What follows belongs to an exercise in optimizing a design on an open flow for small area and a short achievable clock period; a production flow would make more cautious choices.
Only simulation tests tie the RTL to the original design; equivalence was not proved.
No activity file was given, so power comes from the tool's default toggle rates.

// pipelined_RISC
module pipelined_RISC(clk, rst, start, imem_addr, imem_rdata, dmem_addr, dmem_wdata, dmem_we, dmem_re, dmem_rdata);
==> module pipelined_RISC, before the edit <==
module pipelined_RISC(clk, rst, start, imem_addr, imem_rdata, dmem_addr, dmem_wdata, dmem_we, dmem_re, dmem_rdata);
  input clk, rst, start;
  output [31:0] imem_addr;
  input  [31:0] imem_rdata;
  output [31:0] dmem_addr, dmem_wdata;
  output dmem_we, dmem_re;
  input  [31:0] dmem_rdata;
  reg  [31:2] pc;
  wire [31:2] pc_inc = pc + 30'd1;
  reg  [31:0] m_wdata;
  reg         m_take;
  always @(posedge clk or negedge rst)
    if (!rst)          pc <= 30'd0;
    else if (start)    pc <= 30'd0;
    else if (m_take)   pc <= m_wdata[31:2];
    else               pc <= pc_inc;
  assign imem_addr = {pc, 2'b00};
  wire [5:0] f_op  = imem_rdata[31:26];
  wire       f_isR = (f_op == 6'b000000);
  reg [31:0] d_sel1, d_sel2;    
  reg [15:0] d_imm;
  reg [31:2] d_pc;
  reg [4:0]  d_dest;
  reg        d_isR, d_isLW, d_isSW, d_isBEQ;
  reg [3:0]  d_fn;
  reg [31:0] R [0:31];
  reg [31:0] valid;
  reg [31:0] w_data;
  reg [4:0]  w_dest;
  reg        w_regw;
  wire [31:0] w_en = {31'd0, w_regw} << w_dest;    
  wire [31:0] valid_next = valid | w_en;
  integer k;
  always @(posedge clk)
      for (k = 0; k < 32; k = k + 1) begin
        d_sel1[k] <= (imem_rdata[25:21] == k) & valid_next[k];
        d_sel2[k] <= (imem_rdata[20:16] == k) & valid_next[k];
      end
  always @(posedge clk) begin
    d_imm <= imem_rdata[15:0];
    d_pc  <= pc_inc;
  end
  always @(posedge clk or negedge rst)
    if (!rst) begin
      d_dest <= 5'd0; d_isR <= 1'b1; d_isLW <= 1'b0; d_isSW <= 1'b0;
      d_isBEQ <= 1'b0; d_fn <= 4'b0110;
    end else begin
      d_dest  <= f_isR ? imem_rdata[15:11] : imem_rdata[20:16];
      d_isR   <= f_isR;
      d_isLW  <= (f_op == 6'b100011);
      d_isSW  <= (f_op == 6'b101011);
      d_isBEQ <= (f_op == 6'b000100);
      d_fn    <= imem_rdata[3:0];
    end
  wire f2  = d_fn[2];
  wire f1  = d_fn[1];
  wire f03 = d_fn[0] | d_fn[3];
  wire sub = (d_isR & ~f2 & f1) | d_isBEQ;    
  wire [31:0] se_imm = {{16{d_imm[15]}}, d_imm};
  wire use_rt = d_isR | d_isBEQ;
  wire [31:0] sel1 = d_sel1;
  wire [31:0] sel2 = d_sel2;
  reg  [31:0] rd1, rd2;
  integer j;
  always @(*) begin
    rd1 = 32'd0;
    rd2 = 32'd0;
    for (j = 0; j < 32; j = j + 1) begin
      rd1 = rd1 | ({32{sel1[j]}} & R[j]);
      rd2 = rd2 | ({32{sel2[j]}} & R[j]);
    end
  end
  reg [31:0] e_a, e_b, e_bx;
  reg [4:0]  e_dest;
  reg        e_regw, e_lw, e_sw, e_beq;
  reg        e_sub, e_arith, e_and, e_or, e_slt;
  always @(posedge clk) begin
    e_a      <= rd1;
    e_b      <= d_isBEQ ? {d_pc + se_imm[29:0], 2'b00} : rd2;
    e_bx     <= ({32{use_rt & ~sub}} & rd2) | ({32{use_rt & sub}} & ~rd2)
              | ({32{~use_rt}} & se_imm);
    e_dest   <= d_dest;
    e_sub    <= sub;
    e_arith  <= ~d_isR | (~f2 & ~f03);
    e_and    <= d_isR & f2 & ~f1 & ~f03;
    e_or     <= d_isR & f2 & ~f1 & f03;
    e_slt    <= d_isR & ~f2 & f1 & f03;
  end
  always @(posedge clk or negedge rst)
    if (!rst) begin
      e_regw <= 1'b0; e_lw <= 1'b0; e_sw <= 1'b0; e_beq <= 1'b0;
    end else begin
      e_regw <= d_isR | d_isLW;
      e_lw   <= d_isLW;
      e_sw   <= d_isSW;
      e_beq  <= d_isBEQ;
    end
  wire [33:0] sumx = {1'b0, e_a, 1'b1} + {1'b0, e_bx, e_sub};
  wire [32:0] sum  = sumx[33:1];
  wire [31:0] res  = ({32{e_arith}} & sum[31:0])
                   | ({32{e_and}} & (e_a & e_bx))
                   | ({32{e_or}}  & (e_a | e_bx))
                   | {31'd0, e_slt & ~sum[32]};
  wire eq = &(e_a ^ e_bx);
  reg [31:0] m_addr;
  reg [4:0]  m_dest;
  reg        m_we, m_re, m_regw;
  always @(posedge clk) begin
    m_addr   <= res;
    m_wdata  <= e_b;
    m_dest   <= e_dest;
  end
  always @(posedge clk or negedge rst)
    if (!rst) begin
      m_take <= 1'b0; m_we <= 1'b0; m_re <= 1'b0; m_regw <= 1'b0;
    end else begin
      m_take <= e_beq & eq;
      m_we   <= e_sw;
      m_re   <= e_lw;
      m_regw <= e_regw;
    end
  assign dmem_addr  = m_addr;
  assign dmem_wdata = m_wdata;
  assign dmem_we    = m_we;
  assign dmem_re    = m_re;
  always @(posedge clk) begin
    w_data <= m_re ? dmem_rdata : m_addr;
    w_dest <= m_dest;
  end
  always @(posedge clk or negedge rst)
    if (!rst) w_regw <= 1'b0;
    else      w_regw <= m_regw;
  integer i;
  always @(posedge clk)
    for (i = 0; i < 32; i = i + 1)
      if (w_en[i]) R[i] <= w_data;
  always @(posedge clk or negedge rst)
    if (!rst) valid <= 32'd0;
    else      valid <= valid_next;
endmodule
export LEC_CHECK = 0
export CAP_MARGIN = 20
export CORE_MARGIN = 2
export CORE_UTILIZATION = 50
export CTS_CLUSTER_DIAMETER = 100
export CTS_CLUSTER_SIZE = 22
export SLEW_MARGIN = 20
export TNS_END_PERCENT = 10
create_clock -name core_clock -period 8.0 [get_ports {clk}]
standard.sh (not shown) runs the stock make flow with config.mk's settings and CLKGATE_MAP_FILE= SYNTH_SCRIPT=/design/flow/synth_recipe.tcl, a recipe that flattens the netlist after the stock synthesis.
==> flow/flow/run.sh <==
#!/bin/bash
set -euo pipefail
bash standard.sh SETUP_SLACK_MARGIN=5.35 \
  "BUFFER_PORTS_ARGS=-buffer_cell sky130_fd_sc_hd__buf_2" \
  finish > flow_make.log 2>&1
==> next run, changes <==
--- a/flow/design.v
+++ b/flow/design.v
@@ -25,11 +25,9 @@
   reg [3:0]  d_fn;
   reg [31:0] R [0:31];
   reg [31:0] valid;
   reg [31:0] w_data;
-  reg [4:0]  w_dest;
-  reg        w_regw;
-  wire [31:0] w_en = {31'd0, w_regw} << w_dest;    
+  reg [31:0] w_en;              
   wire [31:0] valid_next = valid | w_en;
   integer k;
   always @(posedge clk)
       for (k = 0; k < 32; k = k + 1) begin
@@ -122,16 +120,16 @@
   assign dmem_addr  = m_addr;
   assign dmem_wdata = m_wdata;
   assign dmem_we    = m_we;
   assign dmem_re    = m_re;
-  always @(posedge clk) begin
+  always @(posedge clk)
     w_data <= m_re ? dmem_rdata : m_addr;
-    w_dest <= m_dest;
-  end
+  integer i;
   always @(posedge clk or negedge rst)
-    if (!rst) w_regw <= 1'b0;
-    else      w_regw <= m_regw;
-  integer i;
+    if (!rst) w_en <= 32'd0;
+    else
+      for (i = 0; i < 32; i = i + 1)
+        w_en[i] <= m_regw & (m_dest == i);
   always @(posedge clk)
     for (i = 0; i < 32; i = i + 1)
       if (w_en[i]) R[i] <= w_data;
   always @(posedge clk or negedge rst)
Outcome: Utilization came out lower by 0.24 points; via count came out higher by 1.3%; clock skew came out higher by 0.0047 ns; count of clock-buffer cells in the layout came out lower by 6; first-iteration DRC count came out lower by 0.79%; die area came out higher by 1.7%; wire length came out higher by 1.2%; clock power came out higher by about 2%; total power came out higher by 1.7%; global-route usage came out lower by 0.42 points; synthesized area came out higher by 1.7%; setup slack got worse by 0.042 ns; maximum frequency came out lower by 1.4%; critical path depth came out higher by 2.


Setup of amber:
The RTL this note starts from:
==> flow/design.v <==
module pipelined_RISC(clk, rst, start, imem_addr, imem_rdata, dmem_addr, dmem_wdata, dmem_we, dmem_re, dmem_rdata);
  input clk, rst, start;
  output [31:0] imem_addr;
  input  [31:0] imem_rdata;
  output [31:0] dmem_addr, dmem_wdata;
  output dmem_we, dmem_re;
  input  [31:0] dmem_rdata;
  reg  [31:2] pc;
  wire [31:2] pc_inc = pc + 30'd1;
  reg  [31:0] m_wdata;
  reg         m_take;
  always @(posedge clk or negedge rst)
    if (!rst)          pc <= 30'd0;
    else if (start)    pc <= 30'd0;
    else if (m_take)   pc <= m_wdata[31:2];
    else               pc <= pc_inc;
  assign imem_addr = {pc, 2'b00};
  wire [5:0] f_op  = imem_rdata[31:26];
  wire       f_isR = (f_op == 6'b000000);
  reg [31:0] d_sel1, d_sel2;    
  reg [15:0] d_imm;
  reg [31:2] d_pc;
  reg [4:0]  d_dest;
  reg        d_isR, d_isLW, d_isSW, d_isBEQ;
  reg [3:0]  d_fn;
  reg [31:0] R [0:31];
  reg [31:0] valid;
  reg [31:0] w_data;
  reg [4:0]  w_dest;
  reg        w_regw;
  wire [31:0] w_en = {31'd0, w_regw} << w_dest;    
  wire [31:0] valid_next = valid | w_en;
  integer k;
  always @(posedge clk)
      for (k = 0; k < 32; k = k + 1) begin
        d_sel1[k] <= (imem_rdata[25:21] == k) & valid_next[k];
        d_sel2[k] <= (imem_rdata[20:16] == k) & valid_next[k];
      end
  always @(posedge clk) begin
    d_imm <= imem_rdata[15:0];
    d_pc  <= pc_inc;
  end
  always @(posedge clk or negedge rst)
    if (!rst) begin
      d_dest <= 5'd0; d_isR <= 1'b1; d_isLW <= 1'b0; d_isSW <= 1'b0;
      d_isBEQ <= 1'b0; d_fn <= 4'b0110;
    end else begin
      d_dest  <= f_isR ? imem_rdata[15:11] : imem_rdata[20:16];
      d_isR   <= f_isR;
      d_isLW  <= (f_op == 6'b100011);
      d_isSW  <= (f_op == 6'b101011);
      d_isBEQ <= (f_op == 6'b000100);
      d_fn    <= imem_rdata[3:0];
    end
  wire f2  = d_fn[2];
  wire f1  = d_fn[1];
  wire f03 = d_fn[0] | d_fn[3];
  wire sub = (d_isR & ~f2 & f1) | d_isBEQ;    
  wire [31:0] se_imm = {{16{d_imm[15]}}, d_imm};
  wire use_rt = d_isR | d_isBEQ;
  wire [31:0] sel1 = d_sel1;
  wire [31:0] sel2 = d_sel2;
  reg  [31:0] rd1, rd2;
  integer j;
  always @(*) begin
    rd1 = 32'd0;
    rd2 = 32'd0;
    for (j = 0; j < 32; j = j + 1) begin
      rd1 = rd1 | ({32{sel1[j]}} & R[j]);
      rd2 = rd2 | ({32{sel2[j]}} & R[j]);
    end
  end
  reg [31:0] e_a, e_b, e_bx;
  reg [4:0]  e_dest;
  reg        e_regw, e_lw, e_sw, e_beq;
  reg        e_sub, e_arith, e_and, e_or, e_slt;
  always @(posedge clk) begin
    e_a      <= rd1;
    e_b      <= d_isBEQ ? {d_pc + se_imm[29:0], 2'b00} : rd2;
    e_bx     <= ({32{use_rt & ~sub}} & rd2) | ({32{use_rt & sub}} & ~rd2)
              | ({32{~use_rt}} & se_imm);
    e_dest   <= d_dest;
    e_sub    <= sub;
    e_arith  <= ~d_isR | (~f2 & ~f03);
    e_and    <= d_isR & f2 & ~f1 & ~f03;
    e_or     <= d_isR & f2 & ~f1 & f03;
    e_slt    <= d_isR & ~f2 & f1 & f03;
  end
  always @(posedge clk or negedge rst)
    if (!rst) begin
      e_regw <= 1'b0; e_lw <= 1'b0; e_sw <= 1'b0; e_beq <= 1'b0;
    end else begin
      e_regw <= d_isR | d_isLW;
      e_lw   <= d_isLW;
      e_sw   <= d_isSW;
      e_beq  <= d_isBEQ;
    end
  wire [33:0] sumx = {1'b0, e_a, 1'b1} + {1'b0, e_bx, e_sub};
  wire [32:0] sum  = sumx[33:1];
  wire [31:0] res  = ({32{e_arith}} & sum[31:0])
                   | ({32{e_and}} & (e_a & e_bx))
                   | ({32{e_or}}  & (e_a | e_bx))
                   | {31'd0, e_slt & ~sum[32]};
  wire eq = &(e_a ^ e_bx);
  reg [31:0] m_addr;
  reg [4:0]  m_dest;
  reg        m_we, m_re, m_regw;
  always @(posedge clk) begin
    m_addr   <= res;
    m_wdata  <= e_b;
    m_dest   <= e_dest;
  end
  always @(posedge clk or negedge rst)
    if (!rst) begin
      m_take <= 1'b0; m_we <= 1'b0; m_re <= 1'b0; m_regw <= 1'b0;
    end else begin
      m_take <= e_beq & eq;
      m_we   <= e_sw;
      m_re   <= e_lw;
      m_regw <= e_regw;
    end
  assign dmem_addr  = m_addr;
  assign dmem_wdata = m_wdata;
  assign dmem_we    = m_we;
  assign dmem_re    = m_re;
  always @(posedge clk) begin
    w_data <= m_re ? dmem_rdata : m_addr;
    w_dest <= m_dest;
  end
  always @(posedge clk or negedge rst)
    if (!rst) w_regw <= 1'b0;
    else      w_regw <= m_regw;
  integer i;
  always @(posedge clk)
    for (i = 0; i < 32; i = i + 1)
      if (w_en[i]) R[i] <= w_data;
  always @(posedge clk or negedge rst)
    if (!rst) valid <= 32'd0;
    else      valid <= valid_next;
endmodule
Settings: LEC_CHECK=0, CAP_MARGIN=20, CORE_MARGIN=2, CORE_UTILIZATION=50, CTS_CLUSTER_DIAMETER=100, CTS_CLUSTER_SIZE=22, SLEW_MARGIN=20, TNS_END_PERCENT=10; clock period 8.0 ns.
==> flow/flow/run.sh <==
#!/bin/bash
set -euo pipefail
bash standard.sh SETUP_SLACK_MARGIN=5.5 \
  "BUFFER_PORTS_ARGS=-buffer_cell sky130_fd_sc_hd__buf_2" \
  finish > flow_make.log 2>&1
The flow did not stop early for amber: all stages ran, and the layout cleared the timing, design-rule and antenna checks.
### amber -> juniper
--- a/flow/design.v
+++ b/flow/design.v
@@ -27,7 +27,5 @@
   reg [31:0] valid;
   reg [31:0] w_data;
-  reg [4:0]  w_dest;
-  reg        w_regw;
-  wire [31:0] w_en = {31'd0, w_regw} << w_dest;    
+  reg [31:0] w_en;              
   wire [31:0] valid_next = valid | w_en;
   integer k;
@@ -124,12 +122,12 @@
   assign dmem_we    = m_we;
   assign dmem_re    = m_re;
-  always @(posedge clk) begin
+  always @(posedge clk)
     w_data <= m_re ? dmem_rdata : m_addr;
-    w_dest <= m_dest;
-  end
+  integer i;
   always @(posedge clk or negedge rst)
-    if (!rst) w_regw <= 1'b0;
-    else      w_regw <= m_regw;
-  integer i;
+    if (!rst) w_en <= 32'd0;
+    else
+      for (i = 0; i < 32; i = i + 1)
+        w_en[i] <= m_regw & (m_dest == i);
   always @(posedge clk)
     for (i = 0; i < 32; i = i + 1)
[summary]
Summary of the comparison: number of cells after detailed placement is higher in juniper, relative to amber.
Compared with amber, juniper shows power consumed by sequential cells that has gone up slightly.
amber -> juniper: post-synthesis cell area increased slightly
juniper has global-route usage over all layers below what amber had.
Looking at die area across both flows, juniper is the weaker of the two, with amber ahead.
Number of cell rows sits higher in juniper than in amber.
amber has a lower via count than juniper.

port drivers added, routing unchanged:
The flow's constraints put no driver on any port. The routed layouts listed below were extracted and timed again, unchanged, in two steps.
Step 1 (the two cells are an assumption about what drives the block):
set clk [get_ports {clk}]
set_driving_cell -lib_cell sky130_fd_sc_hd__clkbuf_16 $clk
set_driving_cell -lib_cell sky130_fd_sc_hd__buf_2 [delete_from_list [all_inputs] $clk]
Step 2 also shifts input and output timing later by t, the mid clock arrival at the registers, as if the neighbouring blocks saw the same clock.
Three values: ideal ports, drivers, drivers and shift; two values: the first two.
run | t (ns) | setup WS [ns] | slew at the worst register clock pin (ns)
the first run of note 1 | 0.760 | 5.027 / 5.027 / 5.009 | 0.10 / 0.10
the second run of note 1 | 0.768 | 4.984 / 4.984 / 4.855 | 0.10 / 0.10
amber | 0.772 | 5.079 / 5.022 / 4.840 | 0.10 / 0.10
juniper | 0.768 | 5.016 / 5.016 / 4.862 | 0.10 / 0.10
After both steps setup and hold are still met in every run listed. For amber, which loses most, drivers alone change the setup slack by -0.057 ns; drivers and shift together by -0.239 ns.
